This is an optimization exercise on Yosys and OpenROAD, whose aim is small area and a short achievable clock period, not a production implementation. For this run, only the layout was checked, not whether the RTL still works. Power is estimated from default activity; no workload was simulated.

--- flow/run.sh ---
#!/bin/bash
# Layout flow: the standard ORFS flow (standard synthesis, floorplan,
# placement, CTS, routing) with a larger setup-slack target for the timing
# repair steps, so that the repair keeps improving paths that already meet
# the 16 ns clock. The clock, I/O delays and all constraints are the standard flow's.
# Synthesis is the standard script with ADDER_MAP_FILE empty, so that
# full and half adders are mapped as ordinary gates rather than as the
# (slower) fa/ha cells; registers are unaffected.
set -euo pipefail
MARGIN=9
TNS=10
sed -e "s/\"\${@:-finish}\"/SETUP_SLACK_MARGIN=$MARGIN TNS_END_PERCENT=$TNS ADDER_MAP_FILE= \"\${@:-finish}\"/" standard.sh > standard_margin.sh
grep -q "SETUP_SLACK_MARGIN=$MARGIN TNS_END_PERCENT=$TNS ADDER_MAP_FILE=" standard_margin.sh
bash standard_margin.sh > standard.log 2>&1
--- standard.sh ---
#!/bin/bash
# synth_recipe.tcl (not shown) runs the flow's synth.tcl, then flattens the netlist and writes it again
# the make line also repeats each setting of config.mk as NAME=value (left out here)
make -C /OpenROAD-flow-scripts/flow DESIGN_CONFIG=/design/flow/config.mk WORK_HOME=/design/flow/orfs CLKGATE_MAP_FILE= SYNTH_SCRIPT=/design/flow/synth_recipe.tcl "${@:-finish}"
--- config.mk ---
export PLATFORM = sky130hd
export DESIGN_NAME = alu
export DESIGN_NICKNAME = alu
export VERILOG_FILES = /design/flow/design.v
export SDC_FILE = /design/flow/constraint.sdc
export NUM_CORES = 4
export LEC_CHECK = 0
export ABC_AREA = 1
export CAP_MARGIN = 20
export CORE_MARGIN = 2
export CORE_UTILIZATION = 55
export CTS_CLUSTER_DIAMETER = 80
export CTS_CLUSTER_SIZE = 20
export PLACE_DENSITY = 0.7
export SLEW_MARGIN = 20
--- constraint.sdc ---
create_clock -name core_clock -period 16.0 [get_ports {clk}]
set_input_delay 3.2000 -clock core_clock [delete_from_list [all_inputs] [get_ports {clk}]]
set_output_delay 3.2000 -clock core_clock [all_outputs]
set_load 0.01 [all_outputs]
--- design.v ---
module alu(instr,clk,rst,alucon,result,zero,so1,so2);
input [31:0] instr;
input clk;
input rst;
output [3:0] alucon;
output zero;
output reg [31:0] so1;
output reg [31:0] so2;
output [31:0] result;
  reg [2:0] ac;
  assign alucon = {1'b0, ac};
  reg [31:0] s0, s1, s2, s3, s4, s5, s6, s7;
  reg [32*27-1:0] mem;   
  reg        pend;       
  reg [2:0]  pend_rd;    
  reg        pend_ld;    
  reg [4:0]  maddr;      
  reg        mok;        
  reg [26:0] lsel;       
  reg        st;         
  reg [31:0] sdr;        
  reg [31:0] row0;
  reg [31:0] row1;
  reg cin;
  wire [31:0] fa_ = {row0[31], row0[30], row0[29], row0[28], row0[27], row0[26], row0[25], row0[24], row0[23], row0[22], row0[21], row0[20], row0[19], row0[18], row0[17], row0[16], row0[15], row0[14], row0[13], row0[12], row0[11], row0[10], row0[9], row0[8], row0[7], row0[6], row0[5], row0[4], row0[3], row0[2], row0[1], row0[0]};
  wire [31:0] fb_ = {row1[31], row1[30], row1[29], row1[28], row1[27], row1[26], row1[25], row1[24], row1[23], row1[22], row1[21], row1[20], row1[19], row1[18], row1[17], row1[16], row1[15], row1[14], row1[13], row1[12], row1[11], row1[10], row1[9], row1[8], row1[7], row1[6], row1[5], row1[4], row1[3], row1[2], row1[1], row1[0]};
  wire arith = ac[2] | ac[1];
  wire [31:0] sum = fa_ + fb_ + {31'b0, cin};
  wire zsum = ~|(fa_ ^ fb_ ^ {fa_[30:0] | fb_[30:0], cin});
  wire [31:0] andv = so1 & so2;
  wire [31:0] orv = so1 | so2;
  assign result = arith ? sum : ac[0] ? orv : andv;
  assign zero = arith ? zsum : ac[0] ? ~|orv : ~|andv;
  reg [31:0] mrd;
  integer k;
  always @* begin
    mrd = 32'b0;
    for (k = 0; k < 27; k = k + 1)
      mrd = mrd | (mem[32*k +: 32] & {32{lsel[k]}});
  end
  wire [31:0] pv = mrd | (result & {32{~pend_ld}});
  wire [5:0] op = instr[31:26];
  wire [5:0] fn = instr[5:0];
  wire [4:0] rs = instr[25:21];
  wire [4:0] rt = instr[20:16];
  wire [4:0] rd = instr[15:11];
  wire [15:0] imm = instr[15:0];
  wire isR  = op == 6'h00;
  wire isLW = op == 6'h23;
  wire isSW = op == 6'h2b;
  wire isAI = op == 6'h08;
  wire isBQ = op == 6'h04;
  wire isI  = isLW | isSW | isAI;
  wire rs_ok = rs[4:3] == 2'b10;
  wire rt_ok = rt[4:3] == 2'b10;
  wire rd_ok = rd[4:3] == 2'b10;
  reg [2:0] ac_n;
  always @* begin
    ac_n = ac;
    if (isR) begin
      if (fn == 6'h20) ac_n = 3'd2;
      else if (fn == 6'h22) ac_n = 3'd3;
      else if (fn == 6'h24) ac_n = 3'd0;
      else if (fn == 6'h25) ac_n = 3'd1;
      else if (fn == 6'h18) ac_n = 3'd4;
    end else if (isI) ac_n = 3'd2;
    else if (isBQ) ac_n = 3'd3;
  end
  function [31:0] rdreg(input [2:0] a);
    case (a)
      3'd0: rdreg = s0; 3'd1: rdreg = s1; 3'd2: rdreg = s2; 3'd3: rdreg = s3;
      3'd4: rdreg = s4; 3'd5: rdreg = s5; 3'd6: rdreg = s6; default: rdreg = s7;
    endcase
  endfunction
  wire [7:0] pf, d1, d2;
  wire [31:0] sv [0:7];
  assign sv[0] = s0; assign sv[1] = s1; assign sv[2] = s2; assign sv[3] = s3;
  assign sv[4] = s4; assign sv[5] = s5; assign sv[6] = s6; assign sv[7] = s7;
  genvar g;
  generate
    for (g = 0; g < 8; g = g + 1) begin : g_rsel
      assign pf[g] = pend & (pend_rd == g);
      assign d1[g] = rs[2:0] == g;
      assign d2[g] = rt[2:0] == g;
    end
  endgenerate
  wire h1 = |(d1 & pf);
  wire h2 = |(d2 & pf);
  reg [31:0] r1, r2;
  integer m;
  always @* begin
    r1 = pv & {32{h1}};
    r2 = pv & {32{h2}};
    for (m = 0; m < 8; m = m + 1) begin
      r1 = r1 | (sv[m] & {32{d1[m] & ~pf[m]}});
      r2 = r2 | (sv[m] & {32{d2[m] & ~pf[m]}});
    end
  end
  wire [31:0] x = ((isR | isBQ | isI) & rs_ok) ? r1 : so1;
  wire [31:0] y = ((isR | isBQ) & rt_ok) ? r2 : isI ? {16'b0, imm} : so2;
  wire [31:0] eb = {16'b0, imm};
  wire [5:0] ea_lo = {1'b0, x[4:0]} + {1'b0, imm[4:0]};
  wire [31:0] ea_ph = x ^ eb;
  wire [31:0] ea_pg = x | eb;
  wire ea_hz = (ea_ph[5] == ea_lo[5]) & (ea_ph[31:6] == ea_pg[30:5]);
  wire ea_ok = ea_hz & (ea_lo[4:0] < 5'd27);
  wire [26:0] lsel_n;
  genvar q;
  generate
    for (q = 0; q < 27; q = q + 1) begin : g_lsel
      assign lsel_n[q] = isLW & ea_ok & (ea_lo[4:0] == q);
    end
  endgenerate
  wire bn0 = y[1];
  wire b10 = y[0] ^ 1'b0;
  wire b20 = (y[1] ^ y[0]) & ~(y[0] ^ 1'b0);
  wire [31:0] pp0 = ({32{b10}} & x[31:0] | {32{b20}} & {x[30:0], 1'b0}) ^ {32{bn0}};
  wire bn1 = y[3];
  wire b11 = y[2] ^ y[1];
  wire b21 = (y[3] ^ y[2]) & ~(y[2] ^ y[1]);
  wire [29:0] pp1 = ({30{b11}} & x[29:0] | {30{b21}} & {x[28:0], 1'b0}) ^ {30{bn1}};
  wire bn2 = y[5];
  wire b12 = y[4] ^ y[3];
  wire b22 = (y[5] ^ y[4]) & ~(y[4] ^ y[3]);
  wire [27:0] pp2 = ({28{b12}} & x[27:0] | {28{b22}} & {x[26:0], 1'b0}) ^ {28{bn2}};
  wire bn3 = y[7];
  wire b13 = y[6] ^ y[5];
  wire b23 = (y[7] ^ y[6]) & ~(y[6] ^ y[5]);
  wire [25:0] pp3 = ({26{b13}} & x[25:0] | {26{b23}} & {x[24:0], 1'b0}) ^ {26{bn3}};
  wire bn4 = y[9];
  wire b14 = y[8] ^ y[7];
  wire b24 = (y[9] ^ y[8]) & ~(y[8] ^ y[7]);
  wire [23:0] pp4 = ({24{b14}} & x[23:0] | {24{b24}} & {x[22:0], 1'b0}) ^ {24{bn4}};
  wire bn5 = y[11];
  wire b15 = y[10] ^ y[9];
  wire b25 = (y[11] ^ y[10]) & ~(y[10] ^ y[9]);
  wire [21:0] pp5 = ({22{b15}} & x[21:0] | {22{b25}} & {x[20:0], 1'b0}) ^ {22{bn5}};
  wire bn6 = y[13];
  wire b16 = y[12] ^ y[11];
  wire b26 = (y[13] ^ y[12]) & ~(y[12] ^ y[11]);
  wire [19:0] pp6 = ({20{b16}} & x[19:0] | {20{b26}} & {x[18:0], 1'b0}) ^ {20{bn6}};
  wire bn7 = y[15];
  wire b17 = y[14] ^ y[13];
  wire b27 = (y[15] ^ y[14]) & ~(y[14] ^ y[13]);
  wire [17:0] pp7 = ({18{b17}} & x[17:0] | {18{b27}} & {x[16:0], 1'b0}) ^ {18{bn7}};
  wire bn8 = y[17];
  wire b18 = y[16] ^ y[15];
  wire b28 = (y[17] ^ y[16]) & ~(y[16] ^ y[15]);
  wire [15:0] pp8 = ({16{b18}} & x[15:0] | {16{b28}} & {x[14:0], 1'b0}) ^ {16{bn8}};
  wire bn9 = y[19];
  wire b19 = y[18] ^ y[17];
  wire b29 = (y[19] ^ y[18]) & ~(y[18] ^ y[17]);
  wire [13:0] pp9 = ({14{b19}} & x[13:0] | {14{b29}} & {x[12:0], 1'b0}) ^ {14{bn9}};
  wire bn10 = y[21];
  wire b110 = y[20] ^ y[19];
  wire b210 = (y[21] ^ y[20]) & ~(y[20] ^ y[19]);
  wire [11:0] pp10 = ({12{b110}} & x[11:0] | {12{b210}} & {x[10:0], 1'b0}) ^ {12{bn10}};
  wire bn11 = y[23];
  wire b111 = y[22] ^ y[21];
  wire b211 = (y[23] ^ y[22]) & ~(y[22] ^ y[21]);
  wire [9:0] pp11 = ({10{b111}} & x[9:0] | {10{b211}} & {x[8:0], 1'b0}) ^ {10{bn11}};
  wire bn12 = y[25];
  wire b112 = y[24] ^ y[23];
  wire b212 = (y[25] ^ y[24]) & ~(y[24] ^ y[23]);
  wire [7:0] pp12 = ({8{b112}} & x[7:0] | {8{b212}} & {x[6:0], 1'b0}) ^ {8{bn12}};
  wire bn13 = y[27];
  wire b113 = y[26] ^ y[25];
  wire b213 = (y[27] ^ y[26]) & ~(y[26] ^ y[25]);
  wire [5:0] pp13 = ({6{b113}} & x[5:0] | {6{b213}} & {x[4:0], 1'b0}) ^ {6{bn13}};
  wire bn14 = y[29];
  wire b114 = y[28] ^ y[27];
  wire b214 = (y[29] ^ y[28]) & ~(y[28] ^ y[27]);
  wire [3:0] pp14 = ({4{b114}} & x[3:0] | {4{b214}} & {x[2:0], 1'b0}) ^ {4{bn14}};
  wire bn15 = y[31];
  wire b115 = y[30] ^ y[29];
  wire b215 = (y[31] ^ y[30]) & ~(y[30] ^ y[29]);
  wire pp15_0 = b115 & x[0];
  wire pp15_1 = b115 ? (x[1] ^ (bn15 & x[0])) : (b215 & x[0]);
  wire ms1 = pp0[24] ^ pp1[22];
  wire mc2 = pp0[24] & pp1[22];
  wire ms3 = pp0[25] ^ pp1[23];
  wire mc4 = pp0[25] & pp1[23];
  wire ms5 = pp0[26] ^ pp1[24] ^ pp2[22];
  wire mc6 = (pp0[26] & pp1[24]) | (pp0[26] & pp2[22]) | (pp1[24] & pp2[22]);
  wire ms7 = pp3[20] ^ pp4[18];
  wire mc8 = pp3[20] & pp4[18];
  wire ms9 = pp0[27] ^ pp1[25] ^ pp2[23];
  wire mc10 = (pp0[27] & pp1[25]) | (pp0[27] & pp2[23]) | (pp1[25] & pp2[23]);
  wire ms11 = pp3[21] ^ pp4[19];
  wire mc12 = pp3[21] & pp4[19];
  wire ms13 = pp0[28] ^ pp1[26] ^ pp2[24];
  wire mc14 = (pp0[28] & pp1[26]) | (pp0[28] & pp2[24]) | (pp1[26] & pp2[24]);
  wire ms15 = pp3[22] ^ pp4[20] ^ pp5[18];
  wire mc16 = (pp3[22] & pp4[20]) | (pp3[22] & pp5[18]) | (pp4[20] & pp5[18]);
  wire ms17 = pp6[16] ^ pp7[14];
  wire mc18 = pp6[16] & pp7[14];
  wire ms19 = pp0[29] ^ pp1[27] ^ pp2[25];
  wire mc20 = (pp0[29] & pp1[27]) | (pp0[29] & pp2[25]) | (pp1[27] & pp2[25]);
  wire ms21 = pp3[23] ^ pp4[21] ^ pp5[19];
  wire mc22 = (pp3[23] & pp4[21]) | (pp3[23] & pp5[19]) | (pp4[21] & pp5[19]);
  wire ms23 = pp6[17] ^ pp7[15];
  wire mc24 = pp6[17] & pp7[15];
  wire ms25 = pp0[30] ^ pp1[28] ^ pp2[26];
  wire mc26 = (pp0[30] & pp1[28]) | (pp0[30] & pp2[26]) | (pp1[28] & pp2[26]);
  wire ms27 = pp3[24] ^ pp4[22] ^ pp5[20];
  wire mc28 = (pp3[24] & pp4[22]) | (pp3[24] & pp5[20]) | (pp4[22] & pp5[20]);
  wire ms29 = pp6[18] ^ pp7[16] ^ pp8[14];
  wire mc30 = (pp6[18] & pp7[16]) | (pp6[18] & pp8[14]) | (pp7[16] & pp8[14]);
  wire ms31 = pp0[16] ^ pp1[14];
  wire mc32 = pp0[16] & pp1[14];
  wire ms33 = pp0[17] ^ pp1[15];
  wire mc34 = pp0[17] & pp1[15];
  wire ms35 = pp0[18] ^ pp1[16] ^ pp2[14];
  wire mc36 = (pp0[18] & pp1[16]) | (pp0[18] & pp2[14]) | (pp1[16] & pp2[14]);
  wire ms37 = pp3[12] ^ pp4[10];
  wire mc38 = pp3[12] & pp4[10];
  wire ms39 = pp0[19] ^ pp1[17] ^ pp2[15];
  wire mc40 = (pp0[19] & pp1[17]) | (pp0[19] & pp2[15]) | (pp1[17] & pp2[15]);
  wire ms41 = pp3[13] ^ pp4[11];
  wire mc42 = pp3[13] & pp4[11];
  wire ms43 = pp0[20] ^ pp1[18] ^ pp2[16];
  wire mc44 = (pp0[20] & pp1[18]) | (pp0[20] & pp2[16]) | (pp1[18] & pp2[16]);
  wire ms45 = pp3[14] ^ pp4[12] ^ pp5[10];
  wire mc46 = (pp3[14] & pp4[12]) | (pp3[14] & pp5[10]) | (pp4[12] & pp5[10]);
  wire ms47 = pp6[8] ^ pp7[6];
  wire mc48 = pp6[8] & pp7[6];
  wire ms49 = pp0[21] ^ pp1[19] ^ pp2[17];
  wire mc50 = (pp0[21] & pp1[19]) | (pp0[21] & pp2[17]) | (pp1[19] & pp2[17]);
  wire ms51 = pp3[15] ^ pp4[13] ^ pp5[11];
  wire mc52 = (pp3[15] & pp4[13]) | (pp3[15] & pp5[11]) | (pp4[13] & pp5[11]);
  wire ms53 = pp6[9] ^ pp7[7];
  wire mc54 = pp6[9] & pp7[7];
  wire ms55 = pp0[22] ^ pp1[20] ^ pp2[18];
  wire mc56 = (pp0[22] & pp1[20]) | (pp0[22] & pp2[18]) | (pp1[20] & pp2[18]);
  wire ms57 = pp3[16] ^ pp4[14] ^ pp5[12];
  wire mc58 = (pp3[16] & pp4[14]) | (pp3[16] & pp5[12]) | (pp4[14] & pp5[12]);
  wire ms59 = pp6[10] ^ pp7[8] ^ pp8[6];
  wire mc60 = (pp6[10] & pp7[8]) | (pp6[10] & pp8[6]) | (pp7[8] & pp8[6]);
  wire ms61 = pp9[4] ^ pp10[2];
  wire mc62 = pp9[4] & pp10[2];
  wire ms63 = pp0[23] ^ pp1[21] ^ pp2[19];
  wire mc64 = (pp0[23] & pp1[21]) | (pp0[23] & pp2[19]) | (pp1[21] & pp2[19]);
  wire ms65 = pp3[17] ^ pp4[15] ^ pp5[13];
  wire mc66 = (pp3[17] & pp4[15]) | (pp3[17] & pp5[13]) | (pp4[15] & pp5[13]);
  wire ms67 = pp6[11] ^ pp7[9] ^ pp8[7];
  wire mc68 = (pp6[11] & pp7[9]) | (pp6[11] & pp8[7]) | (pp7[9] & pp8[7]);
  wire ms69 = pp9[5] ^ pp10[3];
  wire mc70 = pp9[5] & pp10[3];
  wire ms71 = pp2[20] ^ pp3[18] ^ pp4[16];
  wire mc72 = (pp2[20] & pp3[18]) | (pp2[20] & pp4[16]) | (pp3[18] & pp4[16]);
  wire ms73 = pp5[14] ^ pp6[12] ^ pp7[10];
  wire mc74 = (pp5[14] & pp6[12]) | (pp5[14] & pp7[10]) | (pp6[12] & pp7[10]);
  wire ms75 = pp8[8] ^ pp9[6] ^ pp10[4];
  wire mc76 = (pp8[8] & pp9[6]) | (pp8[8] & pp10[4]) | (pp9[6] & pp10[4]);
  wire ms77 = pp11[2] ^ pp12[0] ^ bn12;
  wire mc78 = (pp11[2] & pp12[0]) | (pp11[2] & bn12) | (pp12[0] & bn12);
  wire ms79 = pp2[21] ^ pp3[19] ^ pp4[17];
  wire mc80 = (pp2[21] & pp3[19]) | (pp2[21] & pp4[17]) | (pp3[19] & pp4[17]);
  wire ms81 = pp5[15] ^ pp6[13] ^ pp7[11];
  wire mc82 = (pp5[15] & pp6[13]) | (pp5[15] & pp7[11]) | (pp6[13] & pp7[11]);
  wire ms83 = pp8[9] ^ pp9[7] ^ pp10[5];
  wire mc84 = (pp8[9] & pp9[7]) | (pp8[9] & pp10[5]) | (pp9[7] & pp10[5]);
  wire ms85 = pp11[3] ^ pp12[1] ^ ms3;
  wire mc86 = (pp11[3] & pp12[1]) | (pp11[3] & ms3) | (pp12[1] & ms3);
  wire ms87 = pp5[16] ^ pp6[14] ^ pp7[12];
  wire mc88 = (pp5[16] & pp6[14]) | (pp5[16] & pp7[12]) | (pp6[14] & pp7[12]);
  wire ms89 = pp8[10] ^ pp9[8] ^ pp10[6];
  wire mc90 = (pp8[10] & pp9[8]) | (pp8[10] & pp10[6]) | (pp9[8] & pp10[6]);
  wire ms91 = pp11[4] ^ pp12[2] ^ pp13[0];
  wire mc92 = (pp11[4] & pp12[2]) | (pp11[4] & pp13[0]) | (pp12[2] & pp13[0]);
  wire ms93 = bn13 ^ ms5 ^ ms7;
  wire mc94 = (bn13 & ms5) | (bn13 & ms7) | (ms5 & ms7);
  wire ms95 = pp5[17] ^ pp6[15] ^ pp7[13];
  wire mc96 = (pp5[17] & pp6[15]) | (pp5[17] & pp7[13]) | (pp6[15] & pp7[13]);
  wire ms97 = pp8[11] ^ pp9[9] ^ pp10[7];
  wire mc98 = (pp8[11] & pp9[9]) | (pp8[11] & pp10[7]) | (pp9[9] & pp10[7]);
  wire ms99 = pp11[5] ^ pp12[3] ^ pp13[1];
  wire mc100 = (pp11[5] & pp12[3]) | (pp11[5] & pp13[1]) | (pp12[3] & pp13[1]);
  wire ms101 = ms9 ^ ms11 ^ mc6;
  wire mc102 = (ms9 & ms11) | (ms9 & mc6) | (ms11 & mc6);
  wire ms103 = pp8[12] ^ pp9[10] ^ pp10[8];
  wire mc104 = (pp8[12] & pp9[10]) | (pp8[12] & pp10[8]) | (pp9[10] & pp10[8]);
  wire ms105 = pp11[6] ^ pp12[4] ^ pp13[2];
  wire mc106 = (pp11[6] & pp12[4]) | (pp11[6] & pp13[2]) | (pp12[4] & pp13[2]);
  wire ms107 = pp14[0] ^ bn14 ^ ms13;
  wire mc108 = (pp14[0] & bn14) | (pp14[0] & ms13) | (bn14 & ms13);
  wire ms109 = ms15 ^ ms17 ^ mc10;
  wire mc110 = (ms15 & ms17) | (ms15 & mc10) | (ms17 & mc10);
  wire ms111 = pp8[13] ^ pp9[11] ^ pp10[9];
  wire mc112 = (pp8[13] & pp9[11]) | (pp8[13] & pp10[9]) | (pp9[11] & pp10[9]);
  wire ms113 = pp11[7] ^ pp12[5] ^ pp13[3];
  wire mc114 = (pp11[7] & pp12[5]) | (pp11[7] & pp13[3]) | (pp12[5] & pp13[3]);
  wire ms115 = pp14[1] ^ ms19 ^ ms21;
  wire mc116 = (pp14[1] & ms19) | (pp14[1] & ms21) | (ms19 & ms21);
  wire ms117 = ms23 ^ mc14 ^ mc16;
  wire mc118 = (ms23 & mc14) | (ms23 & mc16) | (mc14 & mc16);
  wire ms119 = pp9[12] ^ pp10[10] ^ pp11[8];
  wire mc120 = (pp9[12] & pp10[10]) | (pp9[12] & pp11[8]) | (pp10[10] & pp11[8]);
  wire ms121 = pp12[6] ^ pp13[4] ^ pp14[2];
  wire mc122 = (pp12[6] & pp13[4]) | (pp12[6] & pp14[2]) | (pp13[4] & pp14[2]);
  wire ms123 = pp15_0 ^ ms25 ^ ms27;
  wire mc124 = (pp15_0 & ms25) | (pp15_0 & ms27) | (ms25 & ms27);
  wire ms125 = ms29 ^ mc20 ^ mc22;
  wire mc126 = (ms29 & mc20) | (ms29 & mc22) | (mc20 & mc22);
  wire ms127 = pp0[10] ^ pp1[8];
  wire mc128 = pp0[10] & pp1[8];
  wire ms129 = pp0[11] ^ pp1[9];
  wire mc130 = pp0[11] & pp1[9];
  wire ms131 = pp0[12] ^ pp1[10] ^ pp2[8];
  wire mc132 = (pp0[12] & pp1[10]) | (pp0[12] & pp2[8]) | (pp1[10] & pp2[8]);
  wire ms133 = pp3[6] ^ pp4[4];
  wire mc134 = pp3[6] & pp4[4];
  wire ms135 = pp0[13] ^ pp1[11] ^ pp2[9];
  wire mc136 = (pp0[13] & pp1[11]) | (pp0[13] & pp2[9]) | (pp1[11] & pp2[9]);
  wire ms137 = pp3[7] ^ pp4[5];
  wire mc138 = pp3[7] & pp4[5];
  wire ms139 = pp0[14] ^ pp1[12] ^ pp2[10];
  wire mc140 = (pp0[14] & pp1[12]) | (pp0[14] & pp2[10]) | (pp1[12] & pp2[10]);
  wire ms141 = pp3[8] ^ pp4[6] ^ pp5[4];
  wire mc142 = (pp3[8] & pp4[6]) | (pp3[8] & pp5[4]) | (pp4[6] & pp5[4]);
  wire ms143 = pp6[2] ^ pp7[0];
  wire mc144 = pp6[2] & pp7[0];
  wire ms145 = pp0[15] ^ pp1[13] ^ pp2[11];
  wire mc146 = (pp0[15] & pp1[13]) | (pp0[15] & pp2[11]) | (pp1[13] & pp2[11]);
  wire ms147 = pp3[9] ^ pp4[7] ^ pp5[5];
  wire mc148 = (pp3[9] & pp4[7]) | (pp3[9] & pp5[5]) | (pp4[7] & pp5[5]);
  wire ms149 = pp6[3] ^ pp7[1];
  wire mc150 = pp6[3] & pp7[1];
  wire ms151 = pp2[12] ^ pp3[10] ^ pp4[8];
  wire mc152 = (pp2[12] & pp3[10]) | (pp2[12] & pp4[8]) | (pp3[10] & pp4[8]);
  wire ms153 = pp5[6] ^ pp6[4] ^ pp7[2];
  wire mc154 = (pp5[6] & pp6[4]) | (pp5[6] & pp7[2]) | (pp6[4] & pp7[2]);
  wire ms155 = pp8[0] ^ bn8 ^ ms31;
  wire mc156 = (pp8[0] & bn8) | (pp8[0] & ms31) | (bn8 & ms31);
  wire ms157 = pp2[13] ^ pp3[11] ^ pp4[9];
  wire mc158 = (pp2[13] & pp3[11]) | (pp2[13] & pp4[9]) | (pp3[11] & pp4[9]);
  wire ms159 = pp5[7] ^ pp6[5] ^ pp7[3];
  wire mc160 = (pp5[7] & pp6[5]) | (pp5[7] & pp7[3]) | (pp6[5] & pp7[3]);
  wire ms161 = pp8[1] ^ ms33 ^ mc32;
  wire mc162 = (pp8[1] & ms33) | (pp8[1] & mc32) | (ms33 & mc32);
  wire ms163 = pp5[8] ^ pp6[6] ^ pp7[4];
  wire mc164 = (pp5[8] & pp6[6]) | (pp5[8] & pp7[4]) | (pp6[6] & pp7[4]);
  wire ms165 = pp8[2] ^ pp9[0] ^ bn9;
  wire mc166 = (pp8[2] & pp9[0]) | (pp8[2] & bn9) | (pp9[0] & bn9);
  wire ms167 = ms35 ^ ms37 ^ mc34;
  wire mc168 = (ms35 & ms37) | (ms35 & mc34) | (ms37 & mc34);
  wire ms169 = pp5[9] ^ pp6[7] ^ pp7[5];
  wire mc170 = (pp5[9] & pp6[7]) | (pp5[9] & pp7[5]) | (pp6[7] & pp7[5]);
  wire ms171 = pp8[3] ^ pp9[1] ^ ms39;
  wire mc172 = (pp8[3] & pp9[1]) | (pp8[3] & ms39) | (pp9[1] & ms39);
  wire ms173 = ms41 ^ mc36 ^ mc38;
  wire mc174 = (ms41 & mc36) | (ms41 & mc38) | (mc36 & mc38);
  wire ms175 = pp8[4] ^ pp9[2] ^ pp10[0];
  wire mc176 = (pp8[4] & pp9[2]) | (pp8[4] & pp10[0]) | (pp9[2] & pp10[0]);
  wire ms177 = bn10 ^ ms43 ^ ms45;
  wire mc178 = (bn10 & ms43) | (bn10 & ms45) | (ms43 & ms45);
  wire ms179 = ms47 ^ mc40 ^ mc42;
  wire mc180 = (ms47 & mc40) | (ms47 & mc42) | (mc40 & mc42);
  wire ms181 = pp8[5] ^ pp9[3] ^ pp10[1];
  wire mc182 = (pp8[5] & pp9[3]) | (pp8[5] & pp10[1]) | (pp9[3] & pp10[1]);
  wire ms183 = ms49 ^ ms51 ^ ms53;
  wire mc184 = (ms49 & ms51) | (ms49 & ms53) | (ms51 & ms53);
  wire ms185 = mc44 ^ mc46 ^ mc48;
  wire mc186 = (mc44 & mc46) | (mc44 & mc48) | (mc46 & mc48);
  wire ms187 = pp11[0] ^ bn11 ^ ms55;
  wire mc188 = (pp11[0] & bn11) | (pp11[0] & ms55) | (bn11 & ms55);
  wire ms189 = ms57 ^ ms59 ^ ms61;
  wire mc190 = (ms57 & ms59) | (ms57 & ms61) | (ms59 & ms61);
  wire ms191 = mc50 ^ mc52 ^ mc54;
  wire mc192 = (mc50 & mc52) | (mc50 & mc54) | (mc52 & mc54);
  wire ms193 = pp11[1] ^ ms63 ^ ms65;
  wire mc194 = (pp11[1] & ms63) | (pp11[1] & ms65) | (ms63 & ms65);
  wire ms195 = ms67 ^ ms69 ^ mc56;
  wire mc196 = (ms67 & ms69) | (ms67 & mc56) | (ms69 & mc56);
  wire ms197 = mc58 ^ mc60 ^ mc62;
  wire mc198 = (mc58 & mc60) | (mc58 & mc62) | (mc60 & mc62);
  wire ms199 = ms1 ^ ms71 ^ ms73;
  wire mc200 = (ms1 & ms71) | (ms1 & ms73) | (ms71 & ms73);
  wire ms201 = ms75 ^ ms77 ^ mc64;
  wire mc202 = (ms75 & ms77) | (ms75 & mc64) | (ms77 & mc64);
  wire ms203 = mc66 ^ mc68 ^ mc70;
  wire mc204 = (mc66 & mc68) | (mc66 & mc70) | (mc68 & mc70);
  wire ms205 = mc2 ^ ms79 ^ ms81;
  wire mc206 = (mc2 & ms79) | (mc2 & ms81) | (ms79 & ms81);
  wire ms207 = ms83 ^ ms85 ^ mc72;
  wire mc208 = (ms83 & ms85) | (ms83 & mc72) | (ms85 & mc72);
  wire ms209 = mc74 ^ mc76 ^ mc78;
  wire mc210 = (mc74 & mc76) | (mc74 & mc78) | (mc76 & mc78);
  wire ms211 = mc4 ^ ms87 ^ ms89;
  wire mc212 = (mc4 & ms87) | (mc4 & ms89) | (ms87 & ms89);
  wire ms213 = ms91 ^ ms93 ^ mc80;
  wire mc214 = (ms91 & ms93) | (ms91 & mc80) | (ms93 & mc80);
  wire ms215 = mc82 ^ mc84 ^ mc86;
  wire mc216 = (mc82 & mc84) | (mc82 & mc86) | (mc84 & mc86);
  wire ms217 = mc8 ^ ms95 ^ ms97;
  wire mc218 = (mc8 & ms95) | (mc8 & ms97) | (ms95 & ms97);
  wire ms219 = ms99 ^ ms101 ^ mc88;
  wire mc220 = (ms99 & ms101) | (ms99 & mc88) | (ms101 & mc88);
  wire ms221 = mc90 ^ mc92 ^ mc94;
  wire mc222 = (mc90 & mc92) | (mc90 & mc94) | (mc92 & mc94);
  wire ms223 = mc12 ^ ms103 ^ ms105;
  wire mc224 = (mc12 & ms103) | (mc12 & ms105) | (ms103 & ms105);
  wire ms225 = ms107 ^ ms109 ^ mc96;
  wire mc226 = (ms107 & ms109) | (ms107 & mc96) | (ms109 & mc96);
  wire ms227 = mc98 ^ mc100 ^ mc102;
  wire mc228 = (mc98 & mc100) | (mc98 & mc102) | (mc100 & mc102);
  wire ms229 = mc18 ^ ms111 ^ ms113;
  wire mc230 = (mc18 & ms111) | (mc18 & ms113) | (ms111 & ms113);
  wire ms231 = ms115 ^ ms117 ^ mc104;
  wire mc232 = (ms115 & ms117) | (ms115 & mc104) | (ms117 & mc104);
  wire ms233 = mc106 ^ mc108 ^ mc110;
  wire mc234 = (mc106 & mc108) | (mc106 & mc110) | (mc108 & mc110);
  wire ms235 = mc24 ^ ms119 ^ ms121;
  wire mc236 = (mc24 & ms119) | (mc24 & ms121) | (ms119 & ms121);
  wire ms237 = ms123 ^ ms125 ^ mc112;
  wire mc238 = (ms123 & ms125) | (ms123 & mc112) | (ms125 & mc112);
  wire ms239 = mc114 ^ mc116 ^ mc118;
  wire mc240 = (mc114 & mc116) | (mc114 & mc118) | (mc116 & mc118);
  wire ms241 = pp0[6] ^ pp1[4];
  wire mc242 = pp0[6] & pp1[4];
  wire ms243 = pp0[7] ^ pp1[5];
  wire mc244 = pp0[7] & pp1[5];
  wire ms245 = pp0[8] ^ pp1[6] ^ pp2[4];
  wire mc246 = (pp0[8] & pp1[6]) | (pp0[8] & pp2[4]) | (pp1[6] & pp2[4]);
  wire ms247 = pp3[2] ^ pp4[0];
  wire mc248 = pp3[2] & pp4[0];
  wire ms249 = pp0[9] ^ pp1[7] ^ pp2[5];
  wire mc250 = (pp0[9] & pp1[7]) | (pp0[9] & pp2[5]) | (pp1[7] & pp2[5]);
  wire ms251 = pp3[3] ^ pp4[1];
  wire mc252 = pp3[3] & pp4[1];
  wire ms253 = pp2[6] ^ pp3[4] ^ pp4[2];
  wire mc254 = (pp2[6] & pp3[4]) | (pp2[6] & pp4[2]) | (pp3[4] & pp4[2]);
  wire ms255 = pp5[0] ^ bn5 ^ ms127;
  wire mc256 = (pp5[0] & bn5) | (pp5[0] & ms127) | (bn5 & ms127);
  wire ms257 = pp2[7] ^ pp3[5] ^ pp4[3];
  wire mc258 = (pp2[7] & pp3[5]) | (pp2[7] & pp4[3]) | (pp3[5] & pp4[3]);
  wire ms259 = pp5[1] ^ ms129 ^ mc128;
  wire mc260 = (pp5[1] & ms129) | (pp5[1] & mc128) | (ms129 & mc128);
  wire ms261 = pp5[2] ^ pp6[0] ^ bn6;
  wire mc262 = (pp5[2] & pp6[0]) | (pp5[2] & bn6) | (pp6[0] & bn6);
  wire ms263 = ms131 ^ ms133 ^ mc130;
  wire mc264 = (ms131 & ms133) | (ms131 & mc130) | (ms133 & mc130);
  wire ms265 = pp5[3] ^ pp6[1] ^ ms135;
  wire mc266 = (pp5[3] & pp6[1]) | (pp5[3] & ms135) | (pp6[1] & ms135);
  wire ms267 = ms137 ^ mc132 ^ mc134;
  wire mc268 = (ms137 & mc132) | (ms137 & mc134) | (mc132 & mc134);
  wire ms269 = bn7 ^ ms139 ^ ms141;
  wire mc270 = (bn7 & ms139) | (bn7 & ms141) | (ms139 & ms141);
  wire ms271 = ms143 ^ mc136 ^ mc138;
  wire mc272 = (ms143 & mc136) | (ms143 & mc138) | (mc136 & mc138);
  wire ms273 = ms145 ^ ms147 ^ ms149;
  wire mc274 = (ms145 & ms147) | (ms145 & ms149) | (ms147 & ms149);
  wire ms275 = mc140 ^ mc142 ^ mc144;
  wire mc276 = (mc140 & mc142) | (mc140 & mc144) | (mc142 & mc144);
  wire ms277 = ms151 ^ ms153 ^ ms155;
  wire mc278 = (ms151 & ms153) | (ms151 & ms155) | (ms153 & ms155);
  wire ms279 = mc146 ^ mc148 ^ mc150;
  wire mc280 = (mc146 & mc148) | (mc146 & mc150) | (mc148 & mc150);
  wire ms281 = ms157 ^ ms159 ^ ms161;
  wire mc282 = (ms157 & ms159) | (ms157 & ms161) | (ms159 & ms161);
  wire ms283 = mc152 ^ mc154 ^ mc156;
  wire mc284 = (mc152 & mc154) | (mc152 & mc156) | (mc154 & mc156);
  wire ms285 = ms163 ^ ms165 ^ ms167;
  wire mc286 = (ms163 & ms165) | (ms163 & ms167) | (ms165 & ms167);
  wire ms287 = mc158 ^ mc160 ^ mc162;
  wire mc288 = (mc158 & mc160) | (mc158 & mc162) | (mc160 & mc162);
  wire ms289 = ms169 ^ ms171 ^ ms173;
  wire mc290 = (ms169 & ms171) | (ms169 & ms173) | (ms171 & ms173);
  wire ms291 = mc164 ^ mc166 ^ mc168;
  wire mc292 = (mc164 & mc166) | (mc164 & mc168) | (mc166 & mc168);
  wire ms293 = ms175 ^ ms177 ^ ms179;
  wire mc294 = (ms175 & ms177) | (ms175 & ms179) | (ms177 & ms179);
  wire ms295 = mc170 ^ mc172 ^ mc174;
  wire mc296 = (mc170 & mc172) | (mc170 & mc174) | (mc172 & mc174);
  wire ms297 = ms181 ^ ms183 ^ ms185;
  wire mc298 = (ms181 & ms183) | (ms181 & ms185) | (ms183 & ms185);
  wire ms299 = mc176 ^ mc178 ^ mc180;
  wire mc300 = (mc176 & mc178) | (mc176 & mc180) | (mc178 & mc180);
  wire ms301 = ms187 ^ ms189 ^ ms191;
  wire mc302 = (ms187 & ms189) | (ms187 & ms191) | (ms189 & ms191);
  wire ms303 = mc182 ^ mc184 ^ mc186;
  wire mc304 = (mc182 & mc184) | (mc182 & mc186) | (mc184 & mc186);
  wire ms305 = ms193 ^ ms195 ^ ms197;
  wire mc306 = (ms193 & ms195) | (ms193 & ms197) | (ms195 & ms197);
  wire ms307 = mc188 ^ mc190 ^ mc192;
  wire mc308 = (mc188 & mc190) | (mc188 & mc192) | (mc190 & mc192);
  wire ms309 = ms199 ^ ms201 ^ ms203;
  wire mc310 = (ms199 & ms201) | (ms199 & ms203) | (ms201 & ms203);
  wire ms311 = mc194 ^ mc196 ^ mc198;
  wire mc312 = (mc194 & mc196) | (mc194 & mc198) | (mc196 & mc198);
  wire ms313 = ms205 ^ ms207 ^ ms209;
  wire mc314 = (ms205 & ms207) | (ms205 & ms209) | (ms207 & ms209);
  wire ms315 = mc200 ^ mc202 ^ mc204;
  wire mc316 = (mc200 & mc202) | (mc200 & mc204) | (mc202 & mc204);
  wire ms317 = ms211 ^ ms213 ^ ms215;
  wire mc318 = (ms211 & ms213) | (ms211 & ms215) | (ms213 & ms215);
  wire ms319 = mc206 ^ mc208 ^ mc210;
  wire mc320 = (mc206 & mc208) | (mc206 & mc210) | (mc208 & mc210);
  wire ms321 = ms217 ^ ms219 ^ ms221;
  wire mc322 = (ms217 & ms219) | (ms217 & ms221) | (ms219 & ms221);
  wire ms323 = mc212 ^ mc214 ^ mc216;
  wire mc324 = (mc212 & mc214) | (mc212 & mc216) | (mc214 & mc216);
  wire ms325 = ms223 ^ ms225 ^ ms227;
  wire mc326 = (ms223 & ms225) | (ms223 & ms227) | (ms225 & ms227);
  wire ms327 = mc218 ^ mc220 ^ mc222;
  wire mc328 = (mc218 & mc220) | (mc218 & mc222) | (mc220 & mc222);
  wire ms329 = ms229 ^ ms231 ^ ms233;
  wire mc330 = (ms229 & ms231) | (ms229 & ms233) | (ms231 & ms233);
  wire ms331 = mc224 ^ mc226 ^ mc228;
  wire mc332 = (mc224 & mc226) | (mc224 & mc228) | (mc226 & mc228);
  wire ms333 = ms235 ^ ms237 ^ ms239;
  wire mc334 = (ms235 & ms237) | (ms235 & ms239) | (ms237 & ms239);
  wire ms335 = mc230 ^ mc232 ^ mc234;
  wire mc336 = (mc230 & mc232) | (mc230 & mc234) | (mc232 & mc234);
  wire ms337 = pp0[4] ^ pp1[2];
  wire mc338 = pp0[4] & pp1[2];
  wire ms339 = pp0[5] ^ pp1[3];
  wire mc340 = pp0[5] & pp1[3];
  wire ms341 = pp2[2] ^ pp3[0] ^ bn3;
  wire mc342 = (pp2[2] & pp3[0]) | (pp2[2] & bn3) | (pp3[0] & bn3);
  wire ms343 = pp2[3] ^ pp3[1] ^ ms243;
  wire mc344 = (pp2[3] & pp3[1]) | (pp2[3] & ms243) | (pp3[1] & ms243);
  wire ms345 = bn4 ^ ms245 ^ ms247;
  wire mc346 = (bn4 & ms245) | (bn4 & ms247) | (ms245 & ms247);
  wire ms347 = ms249 ^ ms251 ^ mc246;
  wire mc348 = (ms249 & ms251) | (ms249 & mc246) | (ms251 & mc246);
  wire ms349 = ms253 ^ ms255 ^ mc250;
  wire mc350 = (ms253 & ms255) | (ms253 & mc250) | (ms255 & mc250);
  wire ms351 = ms257 ^ ms259 ^ mc254;
  wire mc352 = (ms257 & ms259) | (ms257 & mc254) | (ms259 & mc254);
  wire ms353 = ms261 ^ ms263 ^ mc258;
  wire mc354 = (ms261 & ms263) | (ms261 & mc258) | (ms263 & mc258);
  wire ms355 = ms265 ^ ms267 ^ mc262;
  wire mc356 = (ms265 & ms267) | (ms265 & mc262) | (ms267 & mc262);
  wire ms357 = ms269 ^ ms271 ^ mc266;
  wire mc358 = (ms269 & ms271) | (ms269 & mc266) | (ms271 & mc266);
  wire ms359 = ms273 ^ ms275 ^ mc270;
  wire mc360 = (ms273 & ms275) | (ms273 & mc270) | (ms275 & mc270);
  wire ms361 = ms277 ^ ms279 ^ mc274;
  wire mc362 = (ms277 & ms279) | (ms277 & mc274) | (ms279 & mc274);
  wire ms363 = ms281 ^ ms283 ^ mc278;
  wire mc364 = (ms281 & ms283) | (ms281 & mc278) | (ms283 & mc278);
  wire ms365 = ms285 ^ ms287 ^ mc282;
  wire mc366 = (ms285 & ms287) | (ms285 & mc282) | (ms287 & mc282);
  wire ms367 = ms289 ^ ms291 ^ mc286;
  wire mc368 = (ms289 & ms291) | (ms289 & mc286) | (ms291 & mc286);
  wire ms369 = ms293 ^ ms295 ^ mc290;
  wire mc370 = (ms293 & ms295) | (ms293 & mc290) | (ms295 & mc290);
  wire ms371 = ms297 ^ ms299 ^ mc294;
  wire mc372 = (ms297 & ms299) | (ms297 & mc294) | (ms299 & mc294);
  wire ms373 = ms301 ^ ms303 ^ mc298;
  wire mc374 = (ms301 & ms303) | (ms301 & mc298) | (ms303 & mc298);
  wire ms375 = ms305 ^ ms307 ^ mc302;
  wire mc376 = (ms305 & ms307) | (ms305 & mc302) | (ms307 & mc302);
  wire ms377 = ms309 ^ ms311 ^ mc306;
  wire mc378 = (ms309 & ms311) | (ms309 & mc306) | (ms311 & mc306);
  wire ms379 = ms313 ^ ms315 ^ mc310;
  wire mc380 = (ms313 & ms315) | (ms313 & mc310) | (ms315 & mc310);
  wire ms381 = ms317 ^ ms319 ^ mc314;
  wire mc382 = (ms317 & ms319) | (ms317 & mc314) | (ms319 & mc314);
  wire ms383 = ms321 ^ ms323 ^ mc318;
  wire mc384 = (ms321 & ms323) | (ms321 & mc318) | (ms323 & mc318);
  wire ms385 = ms325 ^ ms327 ^ mc322;
  wire mc386 = (ms325 & ms327) | (ms325 & mc322) | (ms327 & mc322);
  wire ms387 = ms329 ^ ms331 ^ mc326;
  wire mc388 = (ms329 & ms331) | (ms329 & mc326) | (ms331 & mc326);
  wire ms389 = ms333 ^ ms335 ^ mc330;
  wire mc390 = (ms333 & ms335) | (ms333 & mc330) | (ms335 & mc330);
  wire ms391 = pp0[2] ^ pp1[0];
  wire mc392 = pp0[2] & pp1[0];
  wire ms393 = pp0[3] ^ pp1[1];
  wire mc394 = pp0[3] & pp1[1];
  wire ms395 = pp2[0] ^ bn2 ^ ms337;
  wire mc396 = (pp2[0] & bn2) | (pp2[0] & ms337) | (bn2 & ms337);
  wire ms397 = pp2[1] ^ ms339 ^ mc338;
  wire mc398 = (pp2[1] & ms339) | (pp2[1] & mc338) | (ms339 & mc338);
  wire ms399 = ms241 ^ ms341 ^ mc340;
  wire mc400 = (ms241 & ms341) | (ms241 & mc340) | (ms341 & mc340);
  wire ms401 = mc242 ^ ms343 ^ mc342;
  wire mc402 = (mc242 & ms343) | (mc242 & mc342) | (ms343 & mc342);
  wire ms403 = mc244 ^ ms345 ^ mc344;
  wire mc404 = (mc244 & ms345) | (mc244 & mc344) | (ms345 & mc344);
  wire ms405 = mc248 ^ ms347 ^ mc346;
  wire mc406 = (mc248 & ms347) | (mc248 & mc346) | (ms347 & mc346);
  wire ms407 = mc252 ^ ms349 ^ mc348;
  wire mc408 = (mc252 & ms349) | (mc252 & mc348) | (ms349 & mc348);
  wire ms409 = mc256 ^ ms351 ^ mc350;
  wire mc410 = (mc256 & ms351) | (mc256 & mc350) | (ms351 & mc350);
  wire ms411 = mc260 ^ ms353 ^ mc352;
  wire mc412 = (mc260 & ms353) | (mc260 & mc352) | (ms353 & mc352);
  wire ms413 = mc264 ^ ms355 ^ mc354;
  wire mc414 = (mc264 & ms355) | (mc264 & mc354) | (ms355 & mc354);
  wire ms415 = mc268 ^ ms357 ^ mc356;
  wire mc416 = (mc268 & ms357) | (mc268 & mc356) | (ms357 & mc356);
  wire ms417 = mc272 ^ ms359 ^ mc358;
  wire mc418 = (mc272 & ms359) | (mc272 & mc358) | (ms359 & mc358);
  wire ms419 = mc276 ^ ms361 ^ mc360;
  wire mc420 = (mc276 & ms361) | (mc276 & mc360) | (ms361 & mc360);
  wire ms421 = mc280 ^ ms363 ^ mc362;
  wire mc422 = (mc280 & ms363) | (mc280 & mc362) | (ms363 & mc362);
  wire ms423 = mc284 ^ ms365 ^ mc364;
  wire mc424 = (mc284 & ms365) | (mc284 & mc364) | (ms365 & mc364);
  wire ms425 = mc288 ^ ms367 ^ mc366;
  wire mc426 = (mc288 & ms367) | (mc288 & mc366) | (ms367 & mc366);
  wire ms427 = mc292 ^ ms369 ^ mc368;
  wire mc428 = (mc292 & ms369) | (mc292 & mc368) | (ms369 & mc368);
  wire ms429 = mc296 ^ ms371 ^ mc370;
  wire mc430 = (mc296 & ms371) | (mc296 & mc370) | (ms371 & mc370);
  wire ms431 = mc300 ^ ms373 ^ mc372;
  wire mc432 = (mc300 & ms373) | (mc300 & mc372) | (ms373 & mc372);
  wire ms433 = mc304 ^ ms375 ^ mc374;
  wire mc434 = (mc304 & ms375) | (mc304 & mc374) | (ms375 & mc374);
  wire ms435 = mc308 ^ ms377 ^ mc376;
  wire mc436 = (mc308 & ms377) | (mc308 & mc376) | (ms377 & mc376);
  wire ms437 = mc312 ^ ms379 ^ mc378;
  wire mc438 = (mc312 & ms379) | (mc312 & mc378) | (ms379 & mc378);
  wire ms439 = mc316 ^ ms381 ^ mc380;
  wire mc440 = (mc316 & ms381) | (mc316 & mc380) | (ms381 & mc380);
  wire ms441 = mc320 ^ ms383 ^ mc382;
  wire mc442 = (mc320 & ms383) | (mc320 & mc382) | (ms383 & mc382);
  wire ms443 = mc324 ^ ms385 ^ mc384;
  wire mc444 = (mc324 & ms385) | (mc324 & mc384) | (ms385 & mc384);
  wire ms445 = mc328 ^ ms387 ^ mc386;
  wire mc446 = (mc328 & ms387) | (mc328 & mc386) | (ms387 & mc386);
  wire ms447 = mc332 ^ ms389 ^ mc388;
  wire mc448 = (mc332 & ms389) | (mc332 & mc388) | (ms389 & mc388);
  wire x449 = pp0[31] ^ pp1[29];
  wire x450 = pp2[27] ^ pp3[25];
  wire x451 = pp4[23] ^ pp5[21];
  wire x452 = pp6[19] ^ pp7[17];
  wire x453 = pp8[15] ^ pp9[13];
  wire x454 = pp10[11] ^ pp11[9];
  wire x455 = pp12[7] ^ pp13[5];
  wire x456 = pp14[3] ^ pp15_1;
  wire x457 = x449 ^ x450;
  wire x458 = x451 ^ x452;
  wire x459 = x453 ^ x454;
  wire x460 = x455 ^ x456;
  wire x461 = x457 ^ x458;
  wire x462 = x459 ^ x460;
  wire x463 = x461 ^ x462;
  wire x464 = mc26 ^ mc28;
  wire x465 = mc30 ^ mc120;
  wire x466 = mc122 ^ mc124;
  wire x467 = mc126 ^ mc236;
  wire x468 = mc238 ^ mc240;
  wire x469 = mc334 ^ mc336;
  wire x470 = mc390 ^ mc448;
  wire x471 = x464 ^ x465;
  wire x472 = x466 ^ x467;
  wire x473 = x468 ^ x469;
  wire x474 = x471 ^ x472;
  wire x475 = x473 ^ x470;
  wire x476 = x474 ^ x475;
  wire [31:0] mrow0 = {x463, ms447, ms445, ms443, ms441, ms439, ms437, ms435, ms433, ms431, ms429, ms427, ms425, ms423, ms421, ms419, ms417, ms415, ms413, ms411, ms409, ms407, ms405, ms403, ms401, ms399, ms397, ms395, ms393, bn1, pp0[1], pp0[0]};
  wire [31:0] mrow1 = {x476, mc446, mc444, mc442, mc440, mc438, mc436, mc434, mc432, mc430, mc428, mc426, mc424, mc422, mc420, mc418, mc416, mc414, mc412, mc410, mc408, mc406, mc404, mc402, mc400, mc398, mc396, mc394, mc392, ms391, 1'b0, bn0};
  wire mul_n = ac_n == 3'd4;
  wire sub_n = ac_n == 3'd3;
  always @(posedge clk) begin
    if (rst) begin
      ac <= 3'd0; so1 <= 32'b0; so2 <= 32'b0;
      pend <= 1'b0; st <= 1'b0;
    end else begin
      ac <= ac_n; so1 <= x; so2 <= y;
      pend <= (isR & rd_ok) | ((isAI | isLW) & rt_ok);
      st <= isSW & rt_ok & ea_ok;
    end
    pend_rd <= isR ? rd[2:0] : rt[2:0];
    pend_ld <= isLW;
    maddr <= ea_lo[4:0];
    mok <= ea_ok;
    lsel <= lsel_n;
    sdr <= r2;
    row0 <= mul_n ? mrow0 : x;
    row1 <= mul_n ? mrow1 : (sub_n ? ~y : y);
    cin <= sub_n & ~mul_n;
  end
  wire [31:0] pv0 = pv & {32{~rst}};
  wire [7:0] swe;
  genvar w;
  generate
    for (w = 0; w < 8; w = w + 1) begin : g_swe
      assign swe[w] = rst | (pend && pend_rd == w);
    end
  endgenerate
  always @(posedge clk) begin
    if (swe[0]) s0 <= pv0;
    if (swe[1]) s1 <= pv0;
    if (swe[2]) s2 <= pv0;
    if (swe[3]) s3 <= pv0;
    if (swe[4]) s4 <= pv0;
    if (swe[5]) s5 <= pv0;
    if (swe[6]) s6 <= pv0;
    if (swe[7]) s7 <= pv0;
  end
  wire [31:0] sd = sdr;
  wire [31:0] sd0 = sd & {32{~rst}};
  wire [31:0] sd1 = sd | {32{rst}};
  generate
    for (w = 0; w < 27; w = w + 1) begin : g_mem
      wire we = rst | (st && maddr == w);
      wire [31:0] c = (w < 18) ? w + 1 : 32'b0;
      always @(posedge clk)
        if (we) mem[32*w +: 32] <= (c & sd1) | (~c & sd0);
    end
  endgenerate
endmodule
==> impl_metrics.csv <==
group,metric,value,unit
outcome,status,"timing/DRC/antenna clean",
grt,grt.overflow.total,0,
finish,areaGrowthSynthToFinish,19.8,%
cts,clockBufferDepth,3,
place,gp_congestion,1.05,
drt,ant_nets,0,
setup_path,end_kind,"flip-flop",
floorplanning,initial_core_util,55.4,%
timing,rsz0062_at_grt,"yes",
cts,h-tree-depth,3,
pwr,p_int,5.45,mW
drt,wl_met2,131000,um
cts,clock_latency,0.76,ns
timing,setup_tns,0,ns
drt,drt-vias-per-instance,6.52,
drt,wl_met1,106000,um
timing,layout_min_cycle_time,7.25,ns
yosys,yosys_warnings,1,
hold_path,whs_path_depth,2,
place,hpwl,195000,um
finish,fin_util,66.4,%
hold_path,min_from,"s2[0]",
yosys,synth-edff-count,1120,
timing,finalCritPeriodShare,45.3,%
drt,firstDrtPassIters,14,
finish,nNetsFinal,8618,
pwr,comb_power_share,17.9,%
cts,path_clk_slew,0.09,ns
cts,cts.sinks,1322,
setup_path,critPathLaunchType,"primary input",
cts,tritoncts,"done",
grt,grt.total_usage,45.3,%
setup_path,worstReg2RegStart,"ac[2]",
drt,drc,0,
yosys,synth_top_flop_cell,"edfxtp_1",
drt,drt_wl_total,314000,um
place,io_buffers,133,
yosys,ys_seq_area_share,53.2,%
drt,routed-wl-met3,49900,um
setup_path,cp_slowest_stage_delay,0.25,ns
timing,worstMarginPinSlew,1.33,ns
yosys,syn_nets,8195,
setup_path,critPathMaxFanout,4,
flow_run,maxCapViolCount,0,
floorplanning,io-pin-count,135,
floorplanning,coreArea,128000,um^2
yosys,syn_area,70800,um^2
drt,top_layer,"met5",
grt,grt_pass1_vias,60200,
floorplanning,row_count,131,
hold_path,worst_hold_path_type,"flip-flop to flip-flop",
pwr,pwr-share-seq,52.7,%
setup_path,cp.arrival,7.88,ns
drt,drtIter0Drc,11500,
cts,ctsRootBufferMaster,"clkbuf_16",
setup_path,r2r_setup_slack,9.58,ns
setup_path,required,16.63,ns
floorplanning,die_y,363,um
yosys,async_reset_ff_share,0,%
yosys,ys_types,76,
pwr,power_switching,2.26,mW
pwr,p_clk_share,29.4,%
timing,skew,0.0743,ns
timing,finalHoldViolCount,0,
timing,setup_ws,8.75,ns
hold_path,hold_end,"sdr[0]",
setup_path,reg2reg_depth,33,
timing,report.final.slew_viol_count,0,
finish,drive_gt1_share,17.9,%
floorplanning,die_width,363,um
pwr,finalPower,7.71,mW
finish,final_common_cell,"nand2_1",
setup_path,r2r-end,"row0[24]",
pwr,cellPowerDensity,90.9,nW/um^2
cts,numCtsBuffers,85,
grt,grt_antenna_before_repair,25,
setup_path,worst-setup-path-type,"primary input to flip-flop",
pwr,vdd_drop_max,0.141,mV
drt,wl_per_cell,30.4,um
finish,nFillCells,10200,
finish,final_cell_mix,"nand2_1 (2631), edfxtp_1 (1120), inv_1 (609)",
grt,grt_pass1_wl,425000,um
floorplanning,die-area,132000,um^2
drt,vias,67300,
timing,setup_viol,0,
pwr,p_leak,35.9,nW
timing,slew_headroom,11.1,%
setup_path,critical_path.most_common_cell,"buf_4",
setup_path,cp_slowest_cell,"nand4_1",
pwr,swShare,29.4,%
yosys,ys_ff_latch,1322,
timing,fmax,138,MHz
yosys,syn_area_per_cell,8.67,um^2
yosys,syn_inst,8161,
grt,grt_max_degree,63,
place,pre_cts_slack,6.07,ns
## worst max path at each step
stage / end / cells past startpoint / slack, ns / startpoint
finish: lsel[13] / 36 / 8.75 / instr[30]
global route: row1[31] / 37 / 8.57 / instr[27]
CTS: row0[19] / 35 / 8.99 / instr[31]
detailed placement: row1[31] / 41 / 6.07 / instr[17]
global placement: row1[31] / 41 / 6.13 / instr[17]
floorplan: row0[25] / 38 / 9.27 / instr[17]
## per-stage QoR
stage	instance area [um^2]	hold slack [ns]	cells
after global placement	74300	0.587	9812
after detailed placement	74300	0.602	9813
final	84800	0.677	10300
after CTS	81600	0.656	10200
after floorplan	70800	0.482	8161
after global routing	84800	0.671	10300
## per-layer routing
metal  GRT usage (%)  vias up
met1            56.2    31600
li1                -    28600
met3            15.8     1528
met5           0.592        -
met4            28.0       38
met2            68.0     5528
## state kept, by name, summed over array words and instances, names as in the netlist, 5 cells and up
register and flops:
mem 864, row0 32, row1 32, s0 32, s1 32, s2 32
s3 32, s4 32, s5 32, s6 32, s7 32, sdr 32
so1 32, so2 32, lsel 27, maddr 5
## cells in the mapped netlist (27+ instances only)
master / instances / area share, %
dfxtp_1: 202 / 5.7
inv_2: 64 / 0.34
a21oi_1: 199 / 1.4
xor2_1: 271 / 3.4
xnor2_1: 58 / 0.72
nor2_1: 390 / 2.1
buf_2: 148 / 1.0
nor4_1: 27 / 0.24
or2_1: 27 / 0.24
nand2_1: 2882 / 15
or2_2: 35 / 0.31
nand3_1: 662 / 4.7
o21ai_0: 202 / 1.4
edfxtp_1: 1120 / 48
o22ai_1: 215 / 1.9
nand4_1: 160 / 1.4
nand2_2: 80 / 0.71
clkbuf_1: 92 / 0.49
nor3_1: 47 / 0.33
a22o_1: 96 / 1.2
o21ai_1: 49 / 0.35
and2_1: 37 / 0.33
inv_1: 645 / 3.4
a221oi_1: 109 / 1.3
## power groups by stage
stage / clock, mW / combinational, mW / sequential (mW)
floorplan: 0 / 0.722 / 4.12
global placement: 0 / 1.07 / 4.13
detailed placement: 0 / 1.08 / 4.13
CTS: 2.27 / 1.20 / 4.06
global route: 2.38 / 1.45 / 4.08
finish: 2.27 / 1.38 / 4.06
## timing repair
| item | 4_1_cts | 5_1_grt |
|---|---|---|
| hold buffers | 0 | 0 |
| pin swaps | 87 | 180 |
| buffers inserted | 175 | 127 |
| gates resized for setup | 634 | 448 |
| endpoints found under the setup margin | 92 | 77 |
| cloned | 29 | 14 |
## cell families (layout without fill, tap and decap cells)
logic type | after synthesis | in the layout | synth area share (%)
compound gates | 1040 | 1040 | 9.84
xor+xnor | 338 | 338 | 4.28
other cells | 1 | 20 | 0.00530
flops | 1322 | 1322 | 53.2
buf+inv | 1030 | 1510 | 6.06
simple gates | 4430 | 4434 | 26.6
## worst max-delay path, delay by kind of cell
family / cells / cell delay, ns
simple gates: 5 / 1.11
buf+inv: 31 / 3.56
## area by class of cell
class	count	area, um^2	area share (%)
sequential	1322	37700	44.5
multi-input combinational	5813	32400	38.2
timing repair buffer	635	6820	8.04
inverter	721	3070	3.61
clock buffer	126	2320	2.74
tap	1662	2080	2.45
clock inverter	22	310	0.366
timing repair inverter	6	51.3	0.0605
antenna	19	47.5	0.0561

-- static timing again, ports no longer ideal --
The results above use ideal ports. As a check the final layout listed here was re-extracted and re-timed, cells and wires unchanged.
Step 1, drivers: a clkbuf_16 drives clk and a buf_2 each remaining input, both assumed.
Step 2, shift: input delay + t, output delay - t, t = (earliest + latest rising clock arrival at the registers) / 2. This alone moves slack from input paths to output paths.
a / b / c = no drivers / after step 1 / after step 2; a / b = the first two.
shift t [ns]: 0.805
slack for setup (ns): 8.746 / 8.715 / 7.981
worst setup path at the end: input to register
worst slew at a driven data input, ns: 0.16
After both steps this run still meets setup and hold. For this run, drivers alone change the setup slack by -0.031 ns; drivers and shift together by -0.765 ns.
